This design comes from an exercise in tuning for a short achievable clock period and few clock cycles on the open sky130 flow, not from production work. Only simulation tests tie the RTL to the original design; equivalence was not proved. Power figures rest on the tool's default switching activity, not on a simulated workload.

===== design/flow/config.mk =====
export PLATFORM = sky130hd
export DESIGN_NAME = mips_core
export DESIGN_NICKNAME = mips_core
export VERILOG_FILES = /design/flow/design.v
export SDC_FILE = /design/flow/constraint.sdc
export NUM_CORES = 4
export LEC_CHECK = 0
export ABC_CLOCK_PERIOD_IN_PS = 2500
export CAP_MARGIN = 20
export CORE_MARGIN = 2
export CORE_UTILIZATION = 30
export PLACE_DENSITY = 0.45
export SETUP_SLACK_MARGIN = 5
export SLEW_MARGIN = 20
export SYNTH_HIERARCHICAL = 1
export SYNTH_MINIMUM_KEEP_SIZE = 0

===== design/flow/constraint.sdc =====
create_clock -name core_clock -period 10.0 [get_ports {clk}]
set_input_delay 2.0000 -clock core_clock [delete_from_list [all_inputs] [get_ports {clk}]]
set_output_delay 2.0000 -clock core_clock [all_outputs]
set_load 0.01 [all_outputs]

===== design/flow/design.v =====
`timescale 1ns / 1ps
module mips_core
(
	input clk,
	input rst,
	output [11:0] imem_addr,
	input [31:0] imem_rdata,
	output [5:0] dmem_addr,
	output [31:0] dmem_wdata,
	output dmem_we,
	input [31:0] dmem_rdata,
	output halted
);
	reg [31:0] pc;
	reg        d_valid_r;
	reg        e_redir_q;		 
	wire       d_valid = d_valid_r & ~e_redir_q;
	reg [31:0] d_ir;
	reg [31:0] d_pc1;		 
	reg [31:0] d_rs_oh, d_rt_oh;	 
	reg        d_pred;		 
	reg [31:0] d_ptgt;		 
	reg [31:0] link;		 
	reg [31:0] d_pc;		 
	reg        d_cross;		 
	reg        e_valid_r;
	wire       e_valid = e_valid_r & ~e_redir_q;
	reg [31:0] e_a;			 
	reg [31:0] e_b;			 
	reg [31:0] e_s;			 
	reg [4:0]  e_sh;		 
	reg        e_fa_ad, e_fa_sb, e_fa_ls, e_fa_st;
	reg        e_fa_ad_h, e_fa_sb_h, e_fa_ls_h;
	reg        e_fa_n, e_fc_ad, e_fc_sb, e_fc_ls, e_fc_st;
	reg        e_fb_ad, e_fb_sb, e_fb_ls, e_fb_st;
	reg        e_fb_ad_h, e_fb_sb_h, e_fb_ls_h;
	reg        e_fb_n, e_fd_ad, e_fd_sb, e_fd_ls, e_fd_st;
	reg        e_fs_ad, e_fs_sb, e_fs_ls, e_fs_st;
	reg        e_add, e_sub, e_and, e_or, e_xor, e_nor, e_slt, e_shl, e_shr, e_passb;
	reg        e_shvar;
	reg        e_we;
	reg [4:0]  e_rd;
	reg        e_load;
	reg        e_store;
	reg [1:0]  e_sext;		 
	reg [2:0]  e_lty;		 
	reg        e_br, e_bne, e_pred;
	reg [31:0] e_alt;		 
	reg        e_jr;
	reg        e_mis1, e_mis0;	 
	reg        e_jrv;		 
	reg        e_jpred;		 
	wire       e_lgu = e_and | e_or | e_xor | e_nor | e_passb;	 
	wire       e_shu = e_shl | e_shr;
	reg        e_halt;
	reg        m_we;
	reg [4:0]  m_rd;
	reg [31:0] m_add, m_sub, m_ls;	 
	reg        m_slt;		 
	reg        m_u_ad, m_u_sb, m_u_ls, m_u_st;
	reg [5:0]  m_addr;
	reg [31:0] m_sdata;
	reg        m_store;
	reg        m_load;
	reg [2:0]  m_lty;
	reg        w_we;
	reg [4:0]  w_rd;
	reg [31:0] w_res;
	reg        stall_r;		 
	reg        halted_r;
	reg [31:0] rf [0:31];
	reg [31:0] rf_v;
	wire [5:0]  op = d_ir[31:26];
	wire [5:0]  fn = d_ir[5:0];
	wire [4:0]  rs = d_ir[25:21];
	wire [4:0]  rt = d_ir[20:16];
	wire [4:0]  rd = d_ir[15:11];
	wire [31:0] simm = {{16{d_ir[15]}}, d_ir[15:0]};
	wire is_r    = (op == 6'h00);
	wire f_sll   = is_r & (fn == 6'h00);
	wire f_srl   = is_r & (fn == 6'h02);
	wire f_sra   = is_r & (fn == 6'h03);
	wire f_sllv  = is_r & (fn == 6'h04);
	wire f_srlv  = is_r & (fn == 6'h06);
	wire f_srav  = is_r & (fn == 6'h07);
	wire f_jr    = is_r & (fn == 6'h08);
	wire f_jalr  = is_r & (fn == 6'h09);
	wire f_addu  = is_r & (fn == 6'h21);
	wire f_subu  = is_r & (fn == 6'h23);
	wire f_and   = is_r & (fn == 6'h24);
	wire f_or    = is_r & (fn == 6'h25);
	wire f_xor   = is_r & (fn == 6'h26);
	wire f_nor   = is_r & (fn == 6'h27);
	wire f_slt   = is_r & (fn == 6'h2a);
	wire o_addi  = (op == 6'h08);
	wire o_slti  = (op == 6'h0a);
	wire o_andi  = (op == 6'h0c);
	wire o_ori   = (op == 6'h0d);
	wire o_xori  = (op == 6'h0e);
	wire o_lui   = (op == 6'h0f);
	wire o_lb    = (op == 6'h20);
	wire o_lh    = (op == 6'h21);
	wire o_lw    = (op == 6'h23);
	wire o_lbu   = (op == 6'h24);
	wire o_lhu   = (op == 6'h25);
	wire o_lwu   = (op == 6'h27);
	wire o_sb    = (op == 6'h28);
	wire o_sh    = (op == 6'h29);
	wire o_sw    = (op == 6'h2b);
	wire o_beq   = (op == 6'h04);
	wire o_bne   = (op == 6'h05);
	wire o_j     = (op == 6'h02);
	wire o_jal   = (op == 6'h03);
	wire is_load  = o_lb | o_lh | o_lw | o_lbu | o_lhu | o_lwu;
	wire is_store = o_sb | o_sh | o_sw;
	wire is_br    = o_beq | o_bne;
	wire is_ialu  = o_addi | o_slti | o_andi | o_ori | o_xori | o_lui;
	wire is_halt  = ~(is_r | is_ialu | is_load | is_store | is_br | o_j | o_jal);
	wire r_shc   = f_sll | f_srl | f_sra;
	wire r_shv   = f_sllv | f_srlv | f_srav;
	wire r_alu   = r_shc | r_shv | f_addu | f_subu | f_and | f_or | f_xor | f_nor | f_slt;
	wire use_rs  = (r_alu & ~r_shc) | f_jr | f_jalr | (is_ialu & ~o_lui) | is_load | is_store | is_br;
	wire use_rtb = r_alu | is_br;
	wire use_rts = is_store;
	wire d_wr    = r_alu | f_jalr | (is_ialu) | is_load | o_jal;
	wire [4:0] d_dst = (f_jalr | o_jal) ? 5'd31 : (is_r ? rd : rt);
	wire stall = d_valid & stall_r;
	reg [31:0] rf_s, rf_t;
	integer rk;
	always @*
	begin
		rf_s = 32'b0;
		rf_t = 32'b0;
		for (rk = 0; rk < 32; rk = rk + 1)
		begin
			rf_s = rf_s | ({32{d_rs_oh[rk] & rf_v[rk]}} & rf[rk]);
			rf_t = rf_t | ({32{d_rt_oh[rk] & rf_v[rk]}} & rf[rk]);
		end
	end
	wire w_s = w_we & (w_rd == rs);
	wire w_t = w_we & (w_rd == rt);
	wire [31:0] rd_s = w_s ? w_res : rf_s;
	wire [31:0] rd_t = w_t ? w_res : rf_t;
	wire fm_s = e_valid & e_we & (e_rd == rs);
	wire fm_t = e_valid & e_we & (e_rd == rt);
	wire fw_s = m_we & (m_rd == rs);
	wire fw_t = m_we & (m_rd == rt);
	wire [31:0] br_tgt;
	wire        br_co;
	ks_add32 u_btgt (.a(d_pc1), .b(simm), .cin(1'b0), .s(br_tgt), .cout(br_co));
	wire        d_predx = d_pred;	 
	wire [31:0] A = e_a | {31'b0, e_fa_st & m_slt} |
		{({16{e_fa_ad_h}} & m_add[31:16]) | ({16{e_fa_sb_h}} & m_sub[31:16]) | ({16{e_fa_ls_h}} & m_ls[31:16]),
		 ({16{e_fa_ad}}   & m_add[15:0])  | ({16{e_fa_sb}}   & m_sub[15:0])  | ({16{e_fa_ls}}   & m_ls[15:0])};
	wire [31:0] B = e_b | {31'b0, e_fb_st & m_slt} |
		{({16{e_fb_ad_h}} & m_add[31:16]) | ({16{e_fb_sb_h}} & m_sub[31:16]) | ({16{e_fb_ls_h}} & m_ls[31:16]),
		 ({16{e_fb_ad}}   & m_add[15:0])  | ({16{e_fb_sb}}   & m_sub[15:0])  | ({16{e_fb_ls}}   & m_ls[15:0])};
	wire [31:0] S = e_s | ({32{e_fs_ad}} & m_add) | ({32{e_fs_sb}} & m_sub) |
	                ({32{e_fs_ls}} & m_ls) | {31'b0, e_fs_st & m_slt};
	wire [31:0] sum;
	wire [32:0] diff;
	wire        add_co, sub_co;
	ks_add32 u_add (.a(A), .b(B),  .cin(1'b0), .s(sum),        .cout(add_co));
	ks_add32 u_sub (.a(A), .b(~B), .cin(1'b1), .s(diff[31:0]), .cout(sub_co));
	assign diff[32] = ~sub_co;		 
	wire        ltu  = diff[32];
	wire [4:0]  shamt = e_shvar ? A[4:0] : e_sh;
	wire        shbig = e_shvar & (|A[31:5]);
	wire [31:0] shl  = B << shamt;
	wire [31:0] shr  = B >> shamt;
	wire [31:0] lgres =
		({32{e_and}}   & (A & B)) |
		({32{e_or}}    & (A | B)) |
		({32{e_xor}}   & (A ^ B)) |
		({32{e_nor}}   & ~(A | B)) |
		({32{e_passb}} & B);
	wire [31:0] shres = shbig ? 32'b0 : (e_shl ? shl : shr);
	wire eq_aa = (e_a == e_b);
	wire [31:0] m_stw = {31'b0, m_slt};
	wire eq_ab = (m_add == e_b), eq_sb = (m_sub == e_b), eq_lb = (m_ls == e_b);
	wire eq_tb = (m_stw == e_b);
	wire eq_aA = (e_a == m_add), eq_aS = (e_a == m_sub), eq_aL = (e_a == m_ls);
	wire eq_aT = (e_a == m_stw);
	wire eq = (e_fa_n & e_fb_n & eq_aa) | (~e_fa_n & ~e_fb_n) |
	          (e_fb_n & ((e_fc_ad & eq_ab) | (e_fc_sb & eq_sb) | (e_fc_ls & eq_lb) | (e_fc_st & eq_tb))) |
	          (e_fa_n & ((e_fd_ad & eq_aA) | (e_fd_sb & eq_aS) | (e_fd_ls & eq_aL) | (e_fd_st & eq_aT)));
	wire jeq = (e_fa_n & (e_a == e_alt)) | (e_fc_ad & (m_add == e_alt)) | (e_fc_sb & (m_sub == e_alt)) |
	           (e_fc_ls & (m_ls == e_alt)) | (e_fc_st & (m_stw == e_alt));
	wire [31:0] fast_res =
		({32{e_and}}   & (A & B)) |
		({32{e_or}}    & (A | B)) |
		({32{e_xor}}   & (A ^ B)) |
		({32{e_nor}}   & ~(A | B)) |
		({32{e_passb}} & B);
	wire e_redir = ((eq ? e_mis1 : e_mis0) | (e_jrv & ~(e_jpred & jeq))) & ~e_redir_q;
	wire [31:0] e_tgt = e_jr ? A : e_alt;
	wire [31:0] pc1 = pc + 32'd1;
	wire [5:0]  p_op = imem_rdata[31:26];
	wire [5:0]  p_fn = imem_rdata[5:0];
	wire        f_ok;		 
	wire        p_j, p_jr, p_bt, p_take, s_pj, s_pjr, s_pbt, s_pseq;
	fdec u_fdec (.w(imem_rdata), .ok(f_ok), .j(p_j), .jr(p_jr), .bt(p_bt), .take(p_take),
	             .s_j(s_pj), .s_jr(s_pjr), .s_bt(s_pbt), .s_seq(s_pseq));
	wire        p_beq = (p_op == 6'h04);
	wire        p_bne = (p_op == 6'h05);
	wire        p_link = (p_op == 6'h03) | ((p_op == 6'h00) & (p_fn == 6'h09));
	wire [11:0] p_s12;
	wire        p_c12;
	ks_add12 u_badd (.a(pc[11:0]), .b(imem_rdata[11:0]), .cin(1'b1), .s(p_s12), .cout(p_c12));
	wire        p_cross = ~(((imem_rdata[15:12] == 4'h0) & ~p_c12) | ((imem_rdata[15:12] == 4'hf) & p_c12));
	wire        p_use_s = ((p_op == 6'h00) & ~((p_fn == 6'h00) | (p_fn == 6'h02) | (p_fn == 6'h03))) |
	                      (p_op == 6'h08) | (p_op == 6'h0a) | (p_op == 6'h0c) | (p_op == 6'h0d) | (p_op == 6'h0e) |
	                      (p_op[5] & ~p_op[4]) | p_beq | p_bne;
	wire        p_use_t = ((p_op == 6'h00) & ~((p_fn == 6'h08) | (p_fn == 6'h09))) | p_beq | p_bne |
	                      (p_op[5] & ~p_op[4] & p_op[3]);
	wire        p_stall = d_valid & is_load & ~stall &
	                      (((imem_rdata[25:21] == rt) & p_use_s) | ((imem_rdata[20:16] == rt) & p_use_t));
	wire [31:0] sdata = (e_sext == 2'd2) ? {{24{S[7]}}, S[7:0]} :
	                    (e_sext == 2'd3) ? {{16{S[15]}}, S[15:0]} : S;
	assign dmem_addr  = m_addr;
	assign dmem_wdata = m_sdata;
	assign dmem_we    = m_store;
	reg [31:0] ldata;
	wire [31:0] w_next;
	always @*
	begin
		case (m_lty)
			3'd1: ldata = {{24{dmem_rdata[7]}}, dmem_rdata[7:0]};	 
			3'd2: ldata = {24'b0, dmem_rdata[7:0]};			 
			3'd3: ldata = {{16{dmem_rdata[15]}}, dmem_rdata[15:0]};	 
			3'd4: ldata = {16'b0, dmem_rdata[15:0]};		 
			default: ldata = dmem_rdata;				 
		endcase
	end
	wire [31:0] m_res = ({32{m_u_ad}} & m_add) | ({32{m_u_sb}} & m_sub) | ({32{m_u_ls}} & m_ls) |
	                    {31'b0, m_u_st & m_slt};
	assign w_next = m_load ? ldata : m_res;
	wire [31:0] e_a_nx, e_b_nx, e_s_nx;
	wire        m_ld = m_load;
	sel4 u_cap_a (
		.s0(~fm_s & fw_s & m_ld),  .v0(ldata),
		.s1(~fm_s & fw_s & ~m_ld), .v1(m_res),
		.s2(~fm_s & ~fw_s),        .v2(rd_s),
		.s3(1'b0),                 .v3(32'b0),
		.y(e_a_nx));
	sel4 u_cap_b (
		.s0(use_rtb & ~fm_t & fw_t & m_ld),  .v0(ldata),
		.s1(use_rtb & ~fm_t & fw_t & ~m_ld), .v1(m_res),
		.s2(use_rtb & ~fm_t & ~fw_t),        .v2(rd_t),
		.s3(~use_rtb),                       .v3(o_lui ? {d_ir[15:0], 16'b0} : ((f_jalr | o_jal) ? d_pc1 : simm)),
		.y(e_b_nx));
	sel4 u_cap_s (
		.s0(~fm_t & fw_t & m_ld),  .v0(ldata),
		.s1(~fm_t & fw_t & ~m_ld), .v1(m_res),
		.s2(~fm_t & ~fw_t),        .v2(rd_t),
		.s3(1'b0),                 .v3(32'b0),
		.y(e_s_nx));
	wire d_go = d_valid & ~stall;		 
	wire        d_jx    = (f_jr & ~d_pred) | f_jalr;
	wire        d_redir = d_go & d_jx & (fm_s ? e_lgu : ~(fw_s & m_load));
	wire [31:0] d_jtgt  = fm_s ? fast_res : (fw_s ? m_res : rd_s);
	wire        d_bredir = d_go & is_br & d_pred & d_cross;
	wire        s_db  = ~stall & d_bredir;
	wire        s_dj  = ~stall & ~d_bredir & d_redir;
	assign      f_ok  = ~stall & ~d_bredir & ~d_redir;
	wire [31:0] pc_rest, pc_next;
	pc_sel8 u_psel (
		.s0(stall), .v0(pc),
		.s1(s_db),  .v1(br_tgt),
		.s2(s_dj),  .v2(d_jtgt),
		.s3(s_pj),  .v3({6'b0, imem_rdata[25:0]}),
		.s4(s_pjr), .v4(link),
		.s5(s_pbt), .v5({pc[31:12], 12'b0}),
		.s6(s_pseq), .v6(pc1),
		.s7(1'b0), .v7(32'b0),
		.y(pc_rest));
	pc_fin u_pfin (.s(rst | e_redir), .a({32{~rst}} & e_tgt), .sb(s_pbt), .s12(p_s12), .b(pc_rest), .y(pc_next));
	assign imem_addr = pc[11:0];
	assign halted = halted_r;
	always @(posedge clk)
	begin
		pc <= pc_next;
	end
	always @(posedge clk)
	begin
		if (rst)
			d_valid_r <= 1'b0;
		else if (stall)
			d_valid_r <= 1'b1;
		else if (halted_r | (e_valid & e_halt) | (d_valid & is_halt) | d_redir | d_bredir)
			d_valid_r <= 1'b0;
		else
			d_valid_r <= 1'b1;
	end
	always @(posedge clk)
	begin
		if (rst)
			e_redir_q <= 1'b0;
		else
			e_redir_q <= e_redir;
	end
	always @(posedge clk)
	begin
		if (~stall)
		begin
			d_ir   <= imem_rdata;
			d_rs_oh <= 32'b1 << imem_rdata[25:21];
			d_rt_oh <= 32'b1 << imem_rdata[20:16];
			d_pc1  <= pc1;
			d_pc   <= pc;
			d_pred <= p_take;
			d_cross <= p_cross;
			d_ptgt <= link;
		end
	end
	always @(posedge clk)
	begin
		if (rst)
			link <= 32'b0;
		else if (d_valid & (o_jal | f_jalr))
			link <= d_pc1;
	end
	always @(posedge clk)
	begin
		if (rst)
			stall_r <= 1'b0;
		else
			stall_r <= p_stall;
	end
	wire d_issue = ~rst & d_go;
	always @(posedge clk)
	begin
		if (rst)
		begin
			e_fa_ad_h <= 1'b0;
			e_fa_sb_h <= 1'b0;
			e_fa_ls_h <= 1'b0;
			e_fb_ad_h <= 1'b0;
			e_fb_sb_h <= 1'b0;
			e_fb_ls_h <= 1'b0;
		end
		else
		begin
			e_fa_ad_h <= fm_s & e_add;
			e_fa_sb_h <= fm_s & e_sub;
			e_fa_ls_h <= fm_s & (e_lgu | e_shu);
			e_fb_ad_h <= fm_t & use_rtb & e_add;
			e_fb_sb_h <= fm_t & use_rtb & e_sub;
			e_fb_ls_h <= fm_t & use_rtb & (e_lgu | e_shu);
		end
	end
	always @(posedge clk)
	begin
		if (d_go)
		begin
			e_fa_n  <= ~fm_s;
			e_fc_ad <= fm_s & e_add;
			e_fc_sb <= fm_s & e_sub;
			e_fc_ls <= fm_s & (e_lgu | e_shu);
			e_fc_st <= fm_s & e_slt;
			e_fb_n  <= ~(fm_t & use_rtb);
			e_fd_ad <= fm_t & use_rtb & e_add;
			e_fd_sb <= fm_t & use_rtb & e_sub;
			e_fd_ls <= fm_t & use_rtb & (e_lgu | e_shu);
			e_fd_st <= fm_t & use_rtb & e_slt;
		end
	end
	always @(posedge clk)
	begin
		e_valid_r <= d_issue;
		e_mis1  <= d_issue & is_br & (o_beq ? ~d_predx : d_predx);
		e_mis0  <= d_issue & is_br & (o_beq ? d_predx : ~d_predx);
		e_jrv   <= d_issue & (f_jr | f_jalr) & ~d_redir;
	end
	always @(posedge clk)
	begin
		e_a    <= e_a_nx;
		e_b    <= e_b_nx;
		e_s    <= e_s_nx;
		e_sh   <= d_ir[10:6];
		e_fa_ad <= fm_s & e_add;
		e_fa_sb <= fm_s & e_sub;
		e_fa_ls <= fm_s & (e_lgu | e_shu);
		e_fa_st <= fm_s & e_slt;
		e_fb_ad <= fm_t & use_rtb & e_add;
		e_fb_sb <= fm_t & use_rtb & e_sub;
		e_fb_ls <= fm_t & use_rtb & (e_lgu | e_shu);
		e_fb_st <= fm_t & use_rtb & e_slt;
		e_fs_ad <= fm_t & e_add;
		e_fs_sb <= fm_t & e_sub;
		e_fs_ls <= fm_t & (e_lgu | e_shu);
		e_fs_st <= fm_t & e_slt;
		e_add  <= f_addu | o_addi | is_load | is_store;
		e_sub  <= f_subu;
		e_and  <= f_and | o_andi;
		e_or   <= f_or | o_ori;
		e_xor  <= f_xor | o_xori;
		e_nor  <= f_nor;
		e_slt  <= f_slt | o_slti;
		e_shl  <= f_sll | f_sllv;
		e_shr  <= f_srl | f_sra | f_srlv | f_srav;
		e_passb <= o_lui | f_jalr | o_jal;
		e_shvar <= r_shv;
		e_we   <= d_wr;
		e_rd   <= d_dst;
		e_load <= is_load;
		e_store <= is_store;
		e_sext <= o_sb ? 2'd2 : (o_sh ? 2'd3 : 2'd0);
		e_lty  <= o_lb ? 3'd1 : o_lbu ? 3'd2 : o_lh ? 3'd3 : o_lhu ? 3'd4 : 3'd0;
		e_br   <= is_br;
		e_bne  <= o_bne;
		e_pred <= d_predx;
		e_alt  <= (f_jr | f_jalr) ? d_ptgt : (d_predx ? d_pc1 : br_tgt);
		e_jr   <= f_jr | f_jalr;
		e_jpred <= d_pred & f_jr;
		e_halt <= is_halt;
	end
	always @(posedge clk)
	begin
		if (rst)
		begin
			m_we <= 1'b0;
			m_store <= 1'b0;
			m_load <= 1'b0;
		end
		else
		begin
			m_we <= e_valid & e_we;
			m_store <= e_valid & e_store;
			m_load <= e_valid & e_load;
		end
		m_rd    <= e_rd;
		m_add   <= sum;
		m_sub   <= diff[31:0];
		m_ls    <= lgres | ({32{e_shu}} & shres);
		m_u_ad  <= e_add;
		m_u_sb  <= e_sub;
		m_u_ls  <= e_lgu | e_shu;
		m_u_st  <= e_slt;
		m_slt   <= ltu;
		if (e_load | e_store)
			m_addr <= sum[5:0];
		m_sdata <= sdata;
		m_lty   <= e_lty;
	end
	always @(posedge clk)
	begin
		if (rst)
			w_we <= 1'b0;
		else
			w_we <= m_we;
		w_rd  <= m_rd;
		w_res <= w_next;
	end
	integer k;
	always @(posedge clk)
	begin
		for (k = 0; k < 32; k = k + 1)
			if (w_we && w_rd == k)
				rf[k] <= w_res;
	end
	always @(posedge clk)
	begin
		if (rst)
			rf_v <= 32'b0;
		else if (w_we)
			rf_v <= rf_v | (32'b1 << w_rd);
	end
	always @(posedge clk)
	begin
		if (rst)
			halted_r <= 1'b0;
		else if (e_valid & e_halt)
			halted_r <= 1'b1;
	end
endmodule
`timescale 1ns / 1ps
module pc_sel8
(
	input s0, input [31:0] v0,
	input s1, input [31:0] v1,
	input s2, input [31:0] v2,
	input s3, input [31:0] v3,
	input s4, input [31:0] v4,
	input s5, input [31:0] v5,
	input s6, input [31:0] v6,
	input s7, input [31:0] v7,
	output [31:0] y
);
	assign y = ({32{s0}} & v0) | ({32{s1}} & v1) | ({32{s2}} & v2) | ({32{s3}} & v3) |
	           ({32{s4}} & v4) | ({32{s5}} & v5) | ({32{s6}} & v6) | ({32{s7}} & v7);
endmodule
module pc_fin
(
	input s,
	input [31:0] a,
	input sb,
	input [11:0] s12,
	input [31:0] b,
	output [31:0] y
);
	assign y = s ? a : (b | {20'b0, {12{sb}} & s12});
endmodule
module sel4
(
	input s0, input [31:0] v0,
	input s1, input [31:0] v1,
	input s2, input [31:0] v2,
	input s3, input [31:0] v3,
	output [31:0] y
);
	assign y = ({32{s0}} & v0) | ({32{s1}} & v1) | ({32{s2}} & v2) | ({32{s3}} & v3);
endmodule
module fdec
(
	input [31:0] w,
	input ok,
	output j,
	output jr,
	output bt,
	output take,
	output s_j,
	output s_jr,
	output s_bt,
	output s_seq
);
	wire beq = (w[31:26] == 6'h04);
	wire bne = (w[31:26] == 6'h05);
	wire same = (w[25:21] == w[20:16]);
	assign j  = (w[31:27] == 5'b00001);
	assign jr = (w[31:26] == 6'h00) & (w[5:0] == 6'h08);
	assign bt = same ? beq : (bne | (beq & w[15]));
	assign take = j | jr | bt;
	assign s_j = ok & j;
	assign s_jr = ok & jr;
	assign s_bt = ok & bt;
	assign s_seq = ok & ~take;
endmodule
`timescale 1ns / 1ps
module ks_node
(
	input gh,
	input ph,
	input gl,
	input pl,
	output g,
	output p
);
	assign g = gh | (ph & gl);
	assign p = ph & pl;
endmodule
module ks_add32
(
	input [31:0] a,
	input [31:0] b,
	input cin,
	output [31:0] s,
	output cout
);
	wire [31:0] x = a ^ b;
	wire [31:0] g0 = {a[31:1] & b[31:1], (a[0] & b[0]) | (x[0] & cin)};
	wire [31:0] p0 = {x[31:1], 1'b0};
	wire [31:0] g [0:5];
	wire [31:0] p [0:5];
	assign g[0] = g0;
	assign p[0] = p0;
	genvar l, i;
	generate
		for (l = 0; l < 5; l = l + 1)
		begin : lv
			for (i = 0; i < 32; i = i + 1)
			begin : bt
				if (i >= (1 << l))
				begin : nd
					ks_node u (.gh(g[l][i]), .ph(p[l][i]), .gl(g[l][i - (1 << l)]), .pl(p[l][i - (1 << l)]),
					           .g(g[l + 1][i]), .p(p[l + 1][i]));
				end
				else
				begin : pass
					assign g[l + 1][i] = g[l][i];
					assign p[l + 1][i] = p[l][i];
				end
			end
		end
	endgenerate
	assign s = x ^ {g[5][30:0], cin};
	assign cout = g[5][31];
endmodule
module ks_add12
(
	input [11:0] a,
	input [11:0] b,
	input cin,
	output [11:0] s,
	output cout
);
	wire [11:0] x = a ^ b;
	wire [11:0] g0 = {a[11:1] & b[11:1], (a[0] & b[0]) | (x[0] & cin)};
	wire [11:0] p0 = {x[11:1], 1'b0};
	wire [11:0] g [0:4];
	wire [11:0] p [0:4];
	assign g[0] = g0;
	assign p[0] = p0;
	genvar l, i;
	generate
		for (l = 0; l < 4; l = l + 1)
		begin : lv
			for (i = 0; i < 12; i = i + 1)
			begin : bt
				if (i >= (1 << l))
				begin : nd
					ks_node u (.gh(g[l][i]), .ph(p[l][i]), .gl(g[l][i - (1 << l)]), .pl(p[l][i - (1 << l)]),
					           .g(g[l + 1][i]), .p(p[l + 1][i]));
				end
				else
				begin : pass
					assign g[l + 1][i] = g[l][i];
					assign p[l + 1][i] = p[l][i];
				end
			end
		end
	endgenerate
	assign s = x ^ {g[4][10:0], cin};
	assign cout = g[4][11];
endmodule

===== design/flow/flow/run.sh =====
#!/bin/bash
set -euo pipefail
bash standard.sh SETUP_SLACK_MARGIN=7 MATCH_CELL_FOOTPRINT=0 \
  "BUFFER_PORTS_ARGS=-buffer_cell sky130_fd_sc_hd__buf_4" finish > standard_flow.log 2>&1

===== design/flow/standard.sh =====
#!/bin/bash
# synth_recipe.tcl (not shown) runs the flow's synth.tcl, then flattens the netlist and writes it again
# the make line also repeats each setting of config.mk as NAME=value (left out here)
make -C /OpenROAD-flow-scripts/flow DESIGN_CONFIG=/design/flow/config.mk WORK_HOME=/design/flow/orfs CLKGATE_MAP_FILE= SYNTH_SCRIPT=/design/flow/synth_recipe.tcl "${@:-finish}"

==> results.txt, run 1 <==
- CP bufs+invs: 3
- Int Power: 13.4 mW
- Avg Inst Size Synth: 10.9 µm²
- Share of cells above drive strength 1: 23.6%
- DRC Markers: 0
- Post-synthesis to final-layout area growth: 24.0%
- Status: finished clean
- Setup TNS: 0 ps
- WS Path Type: reg -> reg
- CP max FO: 14
- Die W: 545 µm
- Critical Path, Cell by Cell: and2_2 > buf_12 > buf_16 > buf_12 > a22o_1 > a221oi_1 > a31oi_4 > mux2i_4 > mux2i_1 > a22oi_1 > nand4_1 > mux2_4
- H-tree levels: 4
- DR vias: 81800
- Final Skew: 94.3 ps
- 1st-pass router iterations: 10
- Initial antenna violation count: 38
- Clk pwr share: 37.5%
- Kind of cell adding the most delay to the critical path: compound AO/OA/AOI/OAI gates
- Worst setup EP type: register
- First-pass GRT wire length: 710000 µm
- Slew HR: 14.9%
- Non-Filler Cell Area, Final: 109000 µm²
- Reg clk slew, reported paths: 60 ps
- Hold Crit Class: reg -> reg
- Antenna-violating nets left: 0
- Final Cycle Share: 35.2%
- Critical Path AT: 4260 ps
- Crit start category: register
- Sw Pwr: 6.22 mW
- Clk sinks: 1666
- Clock tree buffer depth: 4
- Cell Area, Synth: 87800 µm²
- Final Util: 37.4%
- Final hold vios: 0
- CTS tree: built
- Slowest stage cell on the critical path: a221oi_1
- Gr ovfl total: 0
- Die footprint: 297000 µm²
- Placed Cells: 11700
- Final setup violation count: 0
- Actual slew at the worst max-slew pin: 1280 ps
- CTS buffer count: 196
- Fin cells: 12400
- Seq pwr share: 45.3%
- Combinational share of power: 17.3%
- Slew Limit Fails: 0
- Initial core utilization: 30.2%
- Gpl congestion: 1.06
- DIE HEIGHT: 545 µm
- Row cnt: 198
- Critical Path Max Stage Delay: 410 ps
- Clk latency of the worst-skew pair: 920 ps
- Max-capacitance violation count: 0
- Buffers on Ports: 117
- Final Critical Period: 3520 ps
- Pwr per Cell Area: 180 nW/µm²
- Crit-path most repeated cell: buf_12
- Yosys warns: 10
- # hold bufs at CTS: 0
- Unrepaired setup endpoints after global routing: true
- Core Footprint: 291000 µm²
- # IOs: 118
- Sw frac: 31.8%
- FMAX: 284 MHz
- GRT Util Overall: 35.3%
- Worst IR drop on VDD: 0.000125 V
- Total Wirelength: 548000 µm
- Area after DPL: 93400 µm²
- Initial drt markers: 15200
- Pleak: 41.1 nW
- Largest net degree at the start of global routing: 98
- Vias/cell: 6.60
- Root buffer cell: clkbuf_16
- Dpl hpwl: 344000 µm
- Number of global-route vias before repair: 76200
- Wire per inst: 44.2 µm
- CP required: 10740 ps
- Nets: 8547
- Post-Synthesis Cells: 8058
[cells in the final DEF, fill, tap and decap left out, types with 98 or more instances in the layout]
master and count:
a22o_1 213, a21o_1 436, clkbuf_16 232, nand2_1 511, nand4_1 290, a22oi_1 975
a21oi_1 181, dfxtp_1 218, mux2i_1 156, xnor2_1 233, edfxtp_1 1202, dfxtp_4 98
and2_1 313, ha_1 149, xor2_1 286, buf_4 417, dfxtp_2 148, buf_6 129
conb_1 133, a221oi_1 166, nor2_1 355
[power by group through the flow]
stage | Clock (mW) | Sequential, mW | Combinational (mW)
finish | 7.34 | 8.87 | 3.38
global route | 7.61 | 8.82 | 3.52
CTS | 7.34 | 8.79 | 3.14
detailed placement | 0 | 8.92 | 2.87
global placement | 0 | 8.94 | 2.88
floorplan | 0 | 8.05 | 2.16
[per-layer routing]
metal	vias up	track usage [%]	routed length [µm]
met3	2307	11.4	67500
met2	7385	52.9	232000
met4	26	26.4	52100
met5	-	0.162	284
li1	31400	-	-
met1	40700	42.0	196000
[stage by stage]
step | total power, mW | worst slack (ps) | hold slack (ps)
after global placement | 11.8 | 5050 | 316
after detailed placement | 11.8 | 5050 | 313
after floorplan | 10.2 | 6280 | 310
after CTS | 19.3 | 6520 | 327
after global routing | 20.0 | 6490 | 339
final | 19.6 | 6480 | 325
[path summary, 6_finish.rpt]
kind / from / end / slack, ps / depth (start not counted)
setup reg to reg: d_rs_oh[16]$_SDFFCE_PN0N_ / pc[13]$_DFF_P_ / 6480 / 12
hold reg to reg: e_lty[1]$_SDFF_PP0_ / m_lty[1]$_DFF_P_ / 330 / 0
setup / recovery: d_rs_oh[16]$_SDFFCE_PN0N_ / pc[13]$_DFF_P_ / 6480 / 12
hold / removal: e_lty[1]$_SDFF_PP0_ / m_lty[1]$_DFF_P_ / 330 / 0
[area by class of cell]
class	count	area (µm²)
Fill cell	28400	182000
Sequential cell	1666	45900
Multi-Input combinational cell	5676	43900
Timing Repair Buffer	673	7320
Clock buffer	261	5390
Tap cell	3900	4880
Clock inverter	92	960
Inverter	95	418
Antenna cell	21	52.6
[registers in the layout, summed over array words and instances (netlist names), 6 cells and up]
signal and cells:
rf_v 32, m_sdata 32, m_addr 6, e_a 32, e_b 32, rf 1024, e_s 32, d_ptgt 32
m_ls 32, pc 32, d_rt_oh 32, d_ir 32, m_sub 32, w_res 32, d_rs_oh 32, d_pc1 32
e_alt 32, link 32, m_add 32
[repair_timing]
action                     in CTS  in global routing
resized for setup            1049                420
cloned                         29                 17
setup buffers                 138                120
pin swaps                      74                145
setup endpoints to repair     502                238
Testbench counts, summed over its fixed seeds: cycles 424,173.
==> run 2, diff against run 1 <==
--- a/design/flow/design.v
+++ b/design/flow/design.v
@@ -275,5 +275,5 @@
 		.s7(1'b0), .v7(32'b0),
 		.y(pc_rest));
-	pc_fin u_pfin (.s(rst | e_redir), .a({32{~rst}} & e_tgt), .sb(s_pbt), .s12(p_s12), .b(pc_rest), .y(pc_next));
+	pc_fin u_pfin (.r(rst), .s(e_redir), .a(e_tgt), .sb(s_pbt), .s12(p_s12), .b(pc_rest), .y(pc_next));
 	assign imem_addr = pc[11:0];
 	assign halted = halted_r;
@@ -331,14 +331,5 @@
 	always @(posedge clk)
 	begin
-		if (rst)
-		begin
-			e_fa_ad_h <= 1'b0;
-			e_fa_sb_h <= 1'b0;
-			e_fa_ls_h <= 1'b0;
-			e_fb_ad_h <= 1'b0;
-			e_fb_sb_h <= 1'b0;
-			e_fb_ls_h <= 1'b0;
-		end
-		else
+		if (~stall_r)
 		begin
 			e_fa_ad_h <= fm_s & e_add;
@@ -493,4 +484,5 @@
 module pc_fin
 (
+	input r,
 	input s,
 	input [31:0] a,
@@ -500,5 +492,5 @@
 	output [31:0] y
 );
-	assign y = s ? a : (b | {20'b0, {12{sb}} & s12});
+	assign y = {32{~r}} & (s ? a : (b | {20'b0, {12{sb}} & s12}));
 endmodule
 module sel4
==> results.txt, run 2 <==
- Status: finished clean
- Final worst setup slack: 6560 ps
- Pre-CTS setup slack: 5440 ps
- Clk latency of the worst-skew pair: 940 ps
- WS Path Type: reg -> reg
- Gpl congestion: 1.04
- Critical Path AT: 4210 ps
- Dpl hpwl: 343000 µm
- Final setup violation count: 0
- CP required: 10770 ps
- Initial drt markers: 15700
- Initial core utilization: 30.2%
- Largest net degree at the start of global routing: 73
- Fillcell total: 28400
- Vias/cell: 6.60
- Slew Limit Fails: 0
- Die footprint: 298000 µm²
- Pwr per Cell Area: 169 nW/µm²
- Commonest non-fill, non-tap cell in the layout: edfxtp_1
- Slew HR: 19.5%
- Cell Area, Synth: 88000 µm²
- FMAX: 291 MHz
- Avg Inst Size Synth: 10.8 µm²
- Hold Crit Class: reg -> reg
- First-pass GRT wire length: 726000 µm
- Final Cycle Share: 34.4%
- Nets: 8718
- Reg clk slew, reported paths: 60 ps
- Antenna-violating nets left: 0
- CP max FO: 8
- Most frequent cells in the layout: 1208 x edfxtp_1, 1080 x a22oi_1, 607 x nand2_1, 469 x buf_4, 425 x a21o_1
- CTS tree: built
- Pleak: 42.6 nW
- Largest register FFs: 1024
- Max-capacitance violation count: 0
- Worst IR drop on VDD: 0.000161 V
- DIE HEIGHT: 546 µm
- Actual slew at the worst max-slew pin: 1210 ps
- Clock tree buffer depth: 4
- Setup TNS: 0 ps
- Number of global-route vias before repair: 77400
- DR vias: 83000
- GRT Util Overall: 35.7%
- 1st-pass router iterations: 10
- Clk sinks: 1666
- Row cnt: 198
- Pwr Total: 18.6 mW
- Final Skew: 96.4 ps
- Root buffer cell: clkbuf_16
- Post-Synthesis Cells: 8153
- DRC Markers: 0
- Post-synthesis to final-layout area growth: 25.4%
- Unrepaired setup endpoints after global routing: true
- Gr ovfl total: 0
- Die W: 546 µm
- Final hold vios: 0
- Core Footprint: 292000 µm²
- Share of cells above drive strength 1: 24.4%
- Wire per inst: 44.3 µm
- Worst setup EP type: register
- Buffers on Ports: 117
- CTS buffer count: 194
- Initial antenna violation count: 45
- H-tree levels: 4
- Top reg by flops: rf
- Worst R2R Setup Slack: 6560 ps
- Yosys warns: 10
- Crit start category: register
- Final Critical Period: 3440 ps
- # IOs: 118
- Total Wirelength: 557000 µm
==> run 2: layer usage <==
metal / part of all wire [%] / vias to the layer above / routed length [µm] / GRT usage, %
met5: 0.054 / - / 303 / 0.224
met4: 10 / 28 / 57400 / 28.8
met3: 12 / 2414 / 68700 / 10.9
met2: 42 / 7764 / 234000 / 53.2
met1: 35 / 41100 / 196000 / 42.5
li1: - / 31700 / - / -
==> run 2: area by class of cell <==
cell class	count	area, µm²	area share, %
flip-flops and latches	1666	45900	41.6
multi-input cells	5786	44000	39.9
repair buffers	750	8270	7.49
clock buffers	248	5400	4.89
well taps	3900	4880	4.42
clock inverters	112	1380	1.25
inverters	80	392	0.355
diodes	35	87.6	0.0794
repair inverters	1	5.00	0.00453
==> run 2: final timing paths <==
kind,start,end,depth (start not counted)
max,m_ls[16]$_DFF_P_,pc[16]$_DFF_P_,12
min,m_rd[1]$_DFF_P_,w_rd[1]$_DFF_P_,0
max reg2reg,m_ls[16]$_DFF_P_,pc[16]$_DFF_P_,12
min reg2reg,m_rd[1]$_DFF_P_,w_rd[1]$_DFF_P_,0
==> run 2: per-stage QoR <==
stage	instance area (µm²)	util (%)	cells	hold WS, ps
after floorplan	88800	-	8284	310
after global routing	110000	37.8	12600	398
after CTS	108000	37.0	12400	387
final	110000	37.9	12600	388
after detailed placement	93600	32.1	11800	381
after global placement	93600	32.1	11800	381
==> run 2: critical path, cell delays in order, from the launching register on <==
cell and delay (ps):
dfxtp_2 660, a22oi_1 150, nand2_2 330, inv_1 190
ha_1 310, a22oi_1 180, nand2_1 130, a21oi_2 480
o21ai_2 280, a22oi_1 250, nand4_1 120, mux2i_1 150
nor2_1 70
==> run 2: repair_timing <==
action | in CTS | in global routing
pin swaps | 144 | 145
gates resized for setup | 1227 | 278
setup buffers | 251 | 92
hold buffers | 0 | 0
endpoints found under the setup margin | 424 | 520
cloned | 44 | 4
==> run 2: report_power, final <==
| group | internal (mW) | total [mW] | switching, mW |
|---|---|---|---|
| Combinational | 0.915 | 2.47 | 1.56 |
| Sequential | 7.65 | 8.40 | 0.749 |
| Clock | 4.53 | 7.77 | 3.24 |
Testbench counts of run 2, summed over its fixed seeds: cycles 424,173.
==> run 3, diff against run 2 <==
--- a/design/flow/design.v
+++ b/design/flow/design.v
@@ -258,6 +258,6 @@
 	wire d_go = d_valid & ~stall;		 
 	wire        d_jx    = (f_jr & ~d_pred) | f_jalr;
-	wire        d_redir = d_go & d_jx & (fm_s ? e_lgu : ~(fw_s & m_load));
-	wire [31:0] d_jtgt  = fm_s ? fast_res : (fw_s ? m_res : rd_s);
+	wire        d_redir = d_go & d_jx & (fm_s ? e_lgu : (fw_s & ~m_load));
+	wire [31:0] d_jtgt  = fm_s ? fast_res : m_res;
 	wire        d_bredir = d_go & is_br & d_pred & d_cross;
 	wire        s_db  = ~stall & d_bredir;
==> results.txt, run 3 <==
- Sw Pwr: 5.80 mW
- Int Power: 13.0 mW
- Clock tree buffer depth: 4
- Worst IR drop on VDD: 0.000157 V
- CTS buffer count: 200
- Kind of cell adding the most delay to the critical path: flip-flops
- Yosys warns: 10
- DIE HEIGHT: 544 µm
- DRC Markers: 0
- Die W: 544 µm
- Share of cells above drive strength 1: 22.9%
- Initial antenna violation count: 33
- CP max FO: 3
- Final Cycle Share: 33.9%
- Clk pwr share: 39.7%
- Root buffer cell: clkbuf_16
- Post-synthesis to final-layout area growth: 22.6%
- Sw frac: 30.9%
- Status: finished clean
- Core Footprint: 291000 µm²
- Commonest non-fill, non-tap cell in the layout: edfxtp_1
- Initial drt markers: 14200
- Pwr per Cell Area: 175 nW/µm²
- Critical Path, Cell by Cell: buf_6
- Gr ovfl total: 0
- Clk sinks: 1666
- Final hold vios: 0
- Most frequent cells in the layout: 1208 x edfxtp_1, 1061 x a22oi_1, 456 x nand2_1, 445 x buf_4, 425 x a21o_1
- Fillcell total: 28700
- Placed Cells: 11700
- GRT Util Overall: 36.3%
- Max-capacitance violation count: 0
- Hold Crit Class: reg -> reg
- Area after DPL: 93500 µm²
- WS Path Type: reg -> out
- CTS tree: built
- Cell Area, Synth: 87600 µm²
- Post-Synthesis Cells: 8012
- Clk latency of the worst-skew pair: 920 ps
- Fin cells: 12400
- Vias/cell: 6.53
- Total Wirelength: 557000 µm
- Row cnt: 198
- Largest register FFs: 1024
- Top reg by flops: rf
- CP required: 8000 ps
- Wire per inst: 45.1 µm
- Die footprint: 296000 µm²
- Critical Path AT: 1390 ps
- Antenna-violating nets left: 0
- Critical Path Max Stage Delay: 400 ps
- Pleak: 41.2 nW
- Number of global-route vias before repair: 76600
- First-pass GRT wire length: 726000 µm
- Pre-CTS setup slack: 5510 ps
- Avg Inst Size Synth: 10.9 µm²
- Combinational share of power: 16.3%
- Buffers on Ports: 117
- # IOs: 118
- Dpl hpwl: 357000 µm
- Final setup violation count: 0
- Worst Hold Slack: 327 ps
- Largest net degree at the start of global routing: 71
- CP bufs+invs: 1
- 1st-pass router iterations: 7
- Non-Filler Cell Area, Final: 107000 µm²
- Worst setup EP type: output pin
- Slew Limit Fails: 0
- Initial core utilization: 30.1%
- Seq pwr share: 44.0%
- Gpl congestion: 1.03
- H-tree levels: 4
- Nets: 8522
- Actual slew at the worst max-slew pin: 1240 ps
- Final Critical Period: 3390 ps
- Slowest stage cell on the critical path: dfxtp_4
- FMAX: 295 MHz
- Unrepaired setup endpoints after global routing: true
- Final Skew: 77.2 ps
- Crit start category: register
- Reg clk slew, reported paths: 60 ps
- Slew HR: 17.2%
- Setup TNS: 0 ps
- Final worst setup slack: 6610 ps
- DR vias: 80700
[run 3: cell count changes in the layout (fill, tap and decap cells not counted), sizes merged, moves of 28 or more]
cell	before	now
o21ai	154	99
nor3	141	113
nand4	243	318
buf	716	662
o21a	5	35
nand2	636	485
[run 3: final timing paths]
check	from	end	slack [ps]	depth (start not counted)
setup / recovery	pc[9]$_DFF_P_	imem_addr[9]	6610	1
setup reg to reg	e_fb_sb_h$_DFFE_PN_	pc[25]$_DFF_P_	6630	14
hold / removal	e_lty[2]$_SDFF_PP0_	m_lty[2]$_DFF_P_	330	0
hold reg to reg	e_lty[2]$_SDFF_PP0_	m_lty[2]$_DFF_P_	330	0
[run 3: repair_timing]
action                     4_1_cts  5_1_grt
gates cloned                    27        4
setup buffers                  179       72
resized for setup              855      331
pin swaps                      148      108
hold buffers                     0        0
setup endpoints to repair      676      278
[run 3: layer usage]
layer | GRT usage, % | routed length [µm] | vias up
met1 | 44.2 | 204000 | 40500
met3 | 9.22 | 60400 | 2050
met2 | 54.6 | 239000 | 6885
met4 | 28.6 | 54200 | 24
li1 | - | - | 31200
met5 | 0.195 | 221 | -
[run 3: metrics by stage]
step | power [mW] | utilization, %
floorplan | 9.40 | -
global placement | 10.9 | 32.1
detailed placement | 10.9 | 32.1
CTS | 18.5 | 36.2
global route | 19.0 | 36.9
finish | 18.8 | 36.9
[run 3: power groups by stage]
| stage | clock, mW | combinational, mW | sequential (mW) |
|---|---|---|---|
| 2_1_floorplan | 0 | 1.51 | 7.89 |
| 3_3_place_gp | 0 | 2.59 | 8.36 |
| 3_5_place_dp | 0 | 2.54 | 8.35 |
| 4_1_cts | 7.47 | 2.83 | 8.21 |
| 5_1_grt | 7.73 | 3.08 | 8.24 |
| 6_report | 7.45 | 3.06 | 8.26 |
[run 3: layout make-up]
class / instances / area, µm² / area share (%)
antenna: 18 / 45.0 / 0.0419
clock buffer: 268 / 5580 / 5.20
clock inverter: 94 / 908 / 0.845
inverter: 80 / 352 / 0.327
multi-input combinational: 5652 / 43000 / 40.0
sequential: 1666 / 45900 / 42.7
tap: 3900 / 4880 / 4.54
timing repair buffer: 683 / 6850 / 6.37
Testbench counts of run 3, summed over its fixed seeds: cycles 424,173.
==> run 4, diff against run 3 <==
--- a/design/flow/design.v
+++ b/design/flow/design.v
@@ -188,9 +188,9 @@
 	           (e_fc_ls & (m_ls == e_alt)) | (e_fc_st & (m_stw == e_alt));
 	wire [31:0] fast_res =
-		({32{e_and}}   & (A & B)) |
-		({32{e_or}}    & (A | B)) |
-		({32{e_xor}}   & (A ^ B)) |
-		({32{e_nor}}   & ~(A | B)) |
-		({32{e_passb}} & B);
+		({32{e_and}}   & (e_a & e_b)) |
+		({32{e_or}}    & (e_a | e_b)) |
+		({32{e_xor}}   & (e_a ^ e_b)) |
+		({32{e_nor}}   & ~(e_a | e_b)) |
+		({32{e_passb}} & e_b);
 	wire e_redir = ((eq ? e_mis1 : e_mis0) | (e_jrv & ~(e_jpred & jeq))) & ~e_redir_q;
 	wire [31:0] e_tgt = e_jr ? A : e_alt;
@@ -258,5 +258,5 @@
 	wire d_go = d_valid & ~stall;		 
 	wire        d_jx    = (f_jr & ~d_pred) | f_jalr;
-	wire        d_redir = d_go & d_jx & (fm_s ? e_lgu : (fw_s & ~m_load));
+	wire        d_redir = d_go & d_jx & (fm_s ? (e_lgu & e_fa_n & e_fb_n) : (fw_s & ~m_load));
 	wire [31:0] d_jtgt  = fm_s ? fast_res : m_res;
 	wire        d_bredir = d_go & is_br & d_pred & d_cross;
==> results.txt, run 4 <==
- # IOs: 118
- Slowest stage cell on the critical path: o311a_1
- Initial drt markers: 14800
- Slew Limit Fails: 0
- Nets: 8862
- Kind of cell adding the most delay to the critical path: compound AO/OA/AOI/OAI gates
- Max-capacitance violation count: 0
- Most frequent cells in the layout: 1208 x edfxtp_1, 1001 x a22oi_1, 534 x nand2_1, 486 x buf_4, 432 x a21o_1
- Area after DPL: 95100 µm²
- Top reg by flops: rf
- Wire per inst: 44.1 µm
- Antenna-violating nets left: 0
- FMAX: 287 MHz
- Actual slew at the worst max-slew pin: 1230 ps
- H-tree levels: 4
- Final setup violation count: 0
- Initial antenna violation count: 33
- Worst setup EP type: register
- Final Util: 37.0%
- CTS tree: built
- CTS buffer count: 199
- Final worst setup slack: 6510 ps
- Final Cycle Share: 34.9%
- CP max FO: 11
- Root buffer cell: clkbuf_16
- Vias/cell: 6.57
- Clk sinks: 1666
- Status: finished clean
- Critical Path, Cell by Cell: buf_6 > inv_1 > ha_1 > nor4_2 > nand4_1 > o311a_1 > and2_1 > a21oi_2 > a211oi_4 > a21oi_4 > buf_12 > clkbuf_16 > mux2i_1 > nor2_1
- Die W: 550 µm
- Total Wirelength: 559000 µm
- DIE HEIGHT: 550 µm
- Dpl hpwl: 350000 µm
- Fillcell total: 29000
- First-pass GRT wire length: 729000 µm
- WS Path Type: reg -> reg
- Non-Filler Cell Area, Final: 110000 µm²
- Fin cells: 12700
- Pleak: 42.1 nW
- Reg clk slew, reported paths: 60 ps
- Cell Area, Synth: 89300 µm²
- Core Footprint: 297000 µm²
- Post-Synthesis Cells: 8252
- Gpl congestion: 1.03
- Area of the multi-input gates: 44400 µm²
- Buffers on Ports: 117
- Final Critical Period: 3490 ps
- Slew HR: 16.9%
- Placed Cells: 12000
- CP bufs+invs: 4
- Clk latency of the worst-skew pair: 910 ps
- Unrepaired setup endpoints after global routing: true
- Largest net degree at the start of global routing: 67
- Die footprint: 302000 µm²
- Number of global-route vias before repair: 78100
- Register area: 45800 µm²
- Gr ovfl total: 0
- Setup TNS: 0 ps
- 1st-pass router iterations: 8
- Post-synthesis to final-layout area growth: 23.0%
- GRT Util Overall: 35.5%
- Yosys warns: 10
- DRC Markers: 0
- Row cnt: 200
- Critical Path Max Stage Delay: 400 ps
- Largest register FFs: 1024
- Clock tree buffer depth: 4
- Hold Crit Class: reg -> reg
- Initial core utilization: 30.1%
- Critical Path AT: 4210 ps
- Pre-CTS setup slack: 5020 ps
- Share of cells above drive strength 1: 22.8%
- Avg Inst Size Synth: 10.8 µm²
- DR vias: 83300
- Final hold vios: 0
- Crit start category: register
- Final Skew: 102 ps
- Pwr per Cell Area: 172 nW/µm²
- Worst IR drop on VDD: 0.000131 V
- CP required: 10720 ps
- Commonest non-fill, non-tap cell in the layout: edfxtp_1
==> run 4: cell types whose count changed in the layout (fill, tap and decap cells not counted), sizes merged, moves of 46 or more <==
cell,previous run,this run
a22oi,1121,1044
a31oi,44,109
inv,75,122
xor2,310,239
ha,169,233
buf,662,708
nand2,485,549
==> run 4: worst paths after layout <==
path                                          start          endpoint  slack [ps]  cells past startpoint
worst min-delay path            e_lty[1]$_SDFF_PP0_  m_lty[1]$_DFF_P_         330                      0
worst min register to register  e_lty[1]$_SDFF_PP0_  m_lty[1]$_DFF_P_         330                      0
worst max register to register      e_a[26]$_DFF_P_    pc[15]$_DFF_P_        6510                     14
worst max-delay path                e_a[26]$_DFF_P_    pc[15]$_DFF_P_        6510                     14
==> run 4: cell type report <==
class                   count  area share, %
flip-flops and latches   1666           41.7
multi-input cells        5814           40.4
repair buffers            732           6.59
clock buffers             248           4.94
well taps                3939           4.49
clock inverters           116           1.21
inverters                 145          0.626
diodes                      9         0.0205
repair inverters            1        0.00456
==> run 4: timing repair <==
item | 4_1_cts | 5_1_grt
hold buffers | 0 | 0
setup endpoints to repair | 378 | 514
pin swaps | 164 | 114
gates cloned | 30 | 4
setup buffers | 236 | 74
gates resized for setup | 952 | 244
==> run 4: report_power, final <==
| part | total (mW) | internal (mW) | switching [mW] |
|---|---|---|---|
| clock network | 7.72 | 4.52 | 3.20 |
| registers | 8.33 | 7.65 | 0.677 |
| logic | 2.84 | 1.03 | 1.81 |
| total | 18.9 | 13.2 | 5.69 |
==> run 4: layer usage <==
layer / GRT usage, % / vias up / part of all wire [%]
met5: 0.111 / - / 0.027
met4: 24.4 / 26 / 8.7
li1: - / 32200 / -
met2: 53.6 / 7184 / 42
met1: 43.8 / 41900 / 37
met3: 10.1 / 2003 / 12
==> run 4: metrics by stage <==
stage | total power, mW | hold WS, ps
finish | 18.9 | 327
global route | 19.2 | 332
CTS | 18.7 | 328
detailed placement | 10.8 | 315
global placement | 10.8 | 315
floorplan | 9.44 | 310
==> run 4: worst register-to-register path: stages, from the launching register on <==
cell and delay [ps]:
dfxtp_1 350, buf_6 250, inv_1 70, ha_1 340, nor4_2 330, nand4_1 240
o311a_1 400, and2_1 200, a21oi_2 210, a211oi_4 70, a21oi_4 190, buf_12 160
clkbuf_16 230, mux2i_1 220, nor2_1 80
Testbench counts of run 4, summed over its fixed seeds: cycles 424,173.
==> run 5, diff against run 4 <==
--- a/design/flow/design.v
+++ b/design/flow/design.v
@@ -182,7 +182,4 @@
 	wire eq_aA = (e_a == m_add), eq_aS = (e_a == m_sub), eq_aL = (e_a == m_ls);
 	wire eq_aT = (e_a == m_stw);
-	wire eq = (e_fa_n & e_fb_n & eq_aa) | (~e_fa_n & ~e_fb_n) |
-	          (e_fb_n & ((e_fc_ad & eq_ab) | (e_fc_sb & eq_sb) | (e_fc_ls & eq_lb) | (e_fc_st & eq_tb))) |
-	          (e_fa_n & ((e_fd_ad & eq_aA) | (e_fd_sb & eq_aS) | (e_fd_ls & eq_aL) | (e_fd_st & eq_aT)));
 	wire jeq = (e_fa_n & (e_a == e_alt)) | (e_fc_ad & (m_add == e_alt)) | (e_fc_sb & (m_sub == e_alt)) |
 	           (e_fc_ls & (m_ls == e_alt)) | (e_fc_st & (m_stw == e_alt));
@@ -193,5 +190,10 @@
 		({32{e_nor}}   & ~(e_a | e_b)) |
 		({32{e_passb}} & e_b);
-	wire e_redir = ((eq ? e_mis1 : e_mis0) | (e_jrv & ~(e_jpred & jeq))) & ~e_redir_q;
+	wire [9:0]  eqv = {eq_aa, eq_ab, eq_sb, eq_lb, eq_tb, eq_aA, eq_aS, eq_aL, eq_aT, jeq};
+	wire [9:0]  fwv = {e_fa_n, e_fb_n, e_fc_ad, e_fc_sb, e_fc_ls, e_fc_st, e_fd_ad, e_fd_sb, e_fd_ls, e_fd_st};
+	wire [4:0]  ctv = {e_mis1, e_mis0, e_jrv, e_jpred, e_redir_q};
+	wire e_redir, e_redir_h;
+	redir_sel u_redir   (.eqv(eqv), .fwv(fwv), .ctv(ctv), .r(e_redir));
+	redir_sel u_redir_h (.eqv(eqv), .fwv(fwv), .ctv(ctv), .r(e_redir_h));
 	wire [31:0] e_tgt = e_jr ? A : e_alt;
 	wire [31:0] pc1 = pc + 32'd1;
@@ -275,5 +277,5 @@
 		.s7(1'b0), .v7(32'b0),
 		.y(pc_rest));
-	pc_fin u_pfin (.r(rst), .s(e_redir), .a(e_tgt), .sb(s_pbt), .s12(p_s12), .b(pc_rest), .y(pc_next));
+	pc_fin u_pfin (.r(rst), .s(e_redir), .sh(e_redir_h), .a(e_tgt), .sb(s_pbt), .s12(p_s12), .b(pc_rest), .y(pc_next));
 	assign imem_addr = pc[11:0];
 	assign halted = halted_r;
@@ -486,4 +488,5 @@
 	input r,
 	input s,
+	input sh,		 
 	input [31:0] a,
 	input sb,
@@ -492,5 +495,6 @@
 	output [31:0] y
 );
-	assign y = {32{~r}} & (s ? a : (b | {20'b0, {12{sb}} & s12}));
+	wire [31:0] nr = b | {20'b0, {12{sb}} & s12};
+	assign y = {32{~r}} & {sh ? a[31:16] : nr[31:16], s ? a[15:0] : nr[15:0]};
 endmodule
 module sel4
@@ -616,2 +620,15 @@
 	assign cout = g[4][11];
 endmodule
+module redir_sel
+(
+	input [9:0] eqv,	 
+	input [9:0] fwv,	 
+	input [4:0] ctv,	 
+	output r
+);
+	wire fa_n = fwv[9], fb_n = fwv[8];
+	wire eq = (fa_n & fb_n & eqv[9]) | (~fa_n & ~fb_n) |
+	          (fb_n & ((fwv[7] & eqv[8]) | (fwv[6] & eqv[7]) | (fwv[5] & eqv[6]) | (fwv[4] & eqv[5]))) |
+	          (fa_n & ((fwv[3] & eqv[4]) | (fwv[2] & eqv[3]) | (fwv[1] & eqv[2]) | (fwv[0] & eqv[1])));
+	assign r = ((eq ? ctv[4] : ctv[3]) | (ctv[2] & ~(ctv[1] & eqv[0]))) & ~ctv[0];
+endmodule
==> results.txt, run 5 <==
- Post-Synthesis Cells: 8238
- Largest register FFs: 1024
- Max-capacitance violation count: 0
- GRT Util Overall: 35.4%
- Pwr per Cell Area: 170 nW/µm²
- Row cnt: 199
- Post-synthesis to final-layout area growth: 23.7%
- DIE HEIGHT: 549 µm
- Core Footprint: 295000 µm²
- Slowest stage cell on the critical path: edfxtp_1
- Worst IR drop on VDD: 0.000137 V
- Worst setup EP type: output pin
- Yosys warns: 10
- WS Path Type: reg -> out
- Nets: 8831
- Register area: 46000 µm²
- Reg clk slew, reported paths: 70 ps
- Actual slew at the worst max-slew pin: 1200 ps
- Root buffer cell: clkbuf_16
- Setup TNS: 0 ps
- Wire per inst: 43.9 µm
- Buffers on Ports: 117
- Commonest non-fill, non-tap cell in the layout: edfxtp_1
- Most frequent cells in the layout: 1208 x edfxtp_1, 1021 x a22oi_1, 495 x nand2_1, 450 x buf_4, 431 x a21o_1
- H-tree levels: 4
- Clk sinks: 1666
- Share of cells above drive strength 1: 23.6%
- Fillcell total: 28600
- Final hold vios: 0
- Vias/cell: 6.58
- FMAX: 295 MHz
- First-pass GRT wire length: 725000 µm
- Final Skew: 98.4 ps
- Initial core utilization: 30.2%
- Final Util: 37.4%
- Number of global-route vias before repair: 77600
- Slew HR: 19.9%
- 1st-pass router iterations: 8
- CP max FO: 1
- Total Wirelength: 555000 µm
- Kind of cell adding the most delay to the critical path: flip-flops
- Avg Inst Size Synth: 10.8 µm²
- # hold bufs at CTS: 0
- # IOs: 118
- Pwr Total: 18.7 mW
- Initial drt markers: 15000
- Top reg by flops: rf
- Area of the multi-input gates: 44900 µm²
- Critical Path, Cell by Cell: buf_6
- CTS tree: built
- Hold Crit Class: reg -> reg
- Slew Limit Fails: 0
- Die footprint: 301000 µm²
- CP required: 8000 ps
- Pleak: 41.9 nW
- Final Critical Period: 3400 ps
- DR vias: 83100
- Gpl congestion: 0.995
- Crit start category: register
- Unrepaired setup endpoints after global routing: true
- Antenna-violating nets left: 0
- Status: finished clean
- Clock tree buffer depth: 4
- Die W: 549 µm
- CTS buffer count: 193
- Gr ovfl total: 0
- Cell Area, Synth: 89000 µm²
- Final setup violation count: 0
- Largest net degree at the start of global routing: 66
- Clk latency of the worst-skew pair: 930 ps
- Worst Hold Slack: 288 ps
- Final Cycle Share: 34.0%
- Dpl hpwl: 349000 µm
- CP bufs+invs: 1
- Critical Path Max Stage Delay: 410 ps
- Critical Path AT: 1400 ps
- DRC Markers: 0
- Initial antenna violation count: 39
-- run 5: cell types whose count changed in the layout (fill, tap and decap cells not counted), sizes merged, moves of 21 or more --
| cell | delta |
|---|---|
| nor2 | +21 |
| nor4 | +31 |
| xnor2 | -110 |
| xor2 | +113 |
| nand2 | -23 |
-- run 5: worst paths after layout --
path	start	to	slack (ps)	cells past startpoint
setup reg to reg	e_and$_DFF_P_	pc[20]$_DFF_P_	6660	14
hold / removal	e_lty[1]$_SDFF_PP0_	m_lty[1]$_DFF_P_	290	0
setup / recovery	m_addr[3]$_DFFE_PP_	dmem_addr[3]	6600	1
hold reg to reg	e_lty[1]$_SDFF_PP0_	m_lty[1]$_DFF_P_	290	0
-- run 5: routing by layer --
layer	track usage, %	up-vias	wire, µm	part of all wire [%]
met3	10.3	2075	65900	12
li1	-	32200	-	-
met2	52.9	7232	234000	42
met4	24.5	24	49400	8.9
met1	43.9	41600	205000	37
met5	0.0791	-	178	0.032
-- run 5: final cells by class --
| cell class | count | share of cell area [%] |
|---|---|---|
| antenna | 21 | 0.0477 |
| sequential | 1666 | 41.8 |
| tap | 3919 | 4.45 |
| inverter | 147 | 0.608 |
| clock inverter | 97 | 0.926 |
| clock buffer | 263 | 4.91 |
| multi-input combinational | 5799 | 40.8 |
| timing repair buffer | 721 | 6.52 |
-- run 5: repair_timing --
| action | in CTS | in global routing |
|---|---|---|
| gates cloned | 23 | 7 |
| resized for setup | 923 | 475 |
| pin swaps | 104 | 220 |
| endpoints found under the setup margin | 419 | 582 |
| buffers inserted | 222 | 143 |
-- run 5: report_power, final --
group	internal, mW	total [mW]	switching, mW
Sequential	7.67	8.52	0.842
Clock	4.20	7.40	3.20
Combinational	1.03	2.74	1.71
-- run 5: stage by stage --
| step | std cells | instance area, µm² | setup slack, ps |
|---|---|---|---|
| 4_1_cts | 12500 | 106000 | 6570 |
| 5_1_grt | 12600 | 110000 | 6550 |
| 6_report | 12600 | 110000 | 6600 |
| 3_3_place_gp | 11900 | 94300 | 4960 |
| 3_5_place_dp | 11900 | 94300 | 4940 |
| 2_1_floorplan | 8369 | 89700 | 6460 |
Testbench counts of run 5, summed over its fixed seeds: cycles 424,173.

-- separate check: timing with driven ports --
The flow's constraints put no driver on any port. The routed layouts listed below were extracted and timed again, unchanged, in two steps. Step 1, drivers: a clkbuf_16 drives clk and a buf_2 each remaining input, both assumed. Step 2 adds t to the input delays and takes it off the output delays; t is the mean of the earliest and latest rising clock arrival at the registers after step 1. Input paths then give back, and output paths get back, about the clock's delay inside the block. Three values: ideal, step 1, step 2; two values: the first two.
run	shift t [ns]	setup WS [ns]	clock arrival spread, ns	cell pins on the clock port's net
run 1	0.965	6.479 / 6.479 / 5.750	0.103 / 0.104	1
run 2	1.000	6.559 / 6.494 / 5.837	0.102 / 0.101	1
run 3	0.984	6.606 / 6.504 / 5.814	0.084 / 0.085	1
run 4	0.968	6.511 / 6.463 / 5.652	0.118 / 0.118	1
run 5	0.987	6.605 / 6.503 / 5.768	0.099 / 0.099	1
After both steps setup and hold are still met in every run listed. For run 4, which loses most, drivers alone change the setup slack by -0.048 ns; drivers and shift together by -0.859 ns.
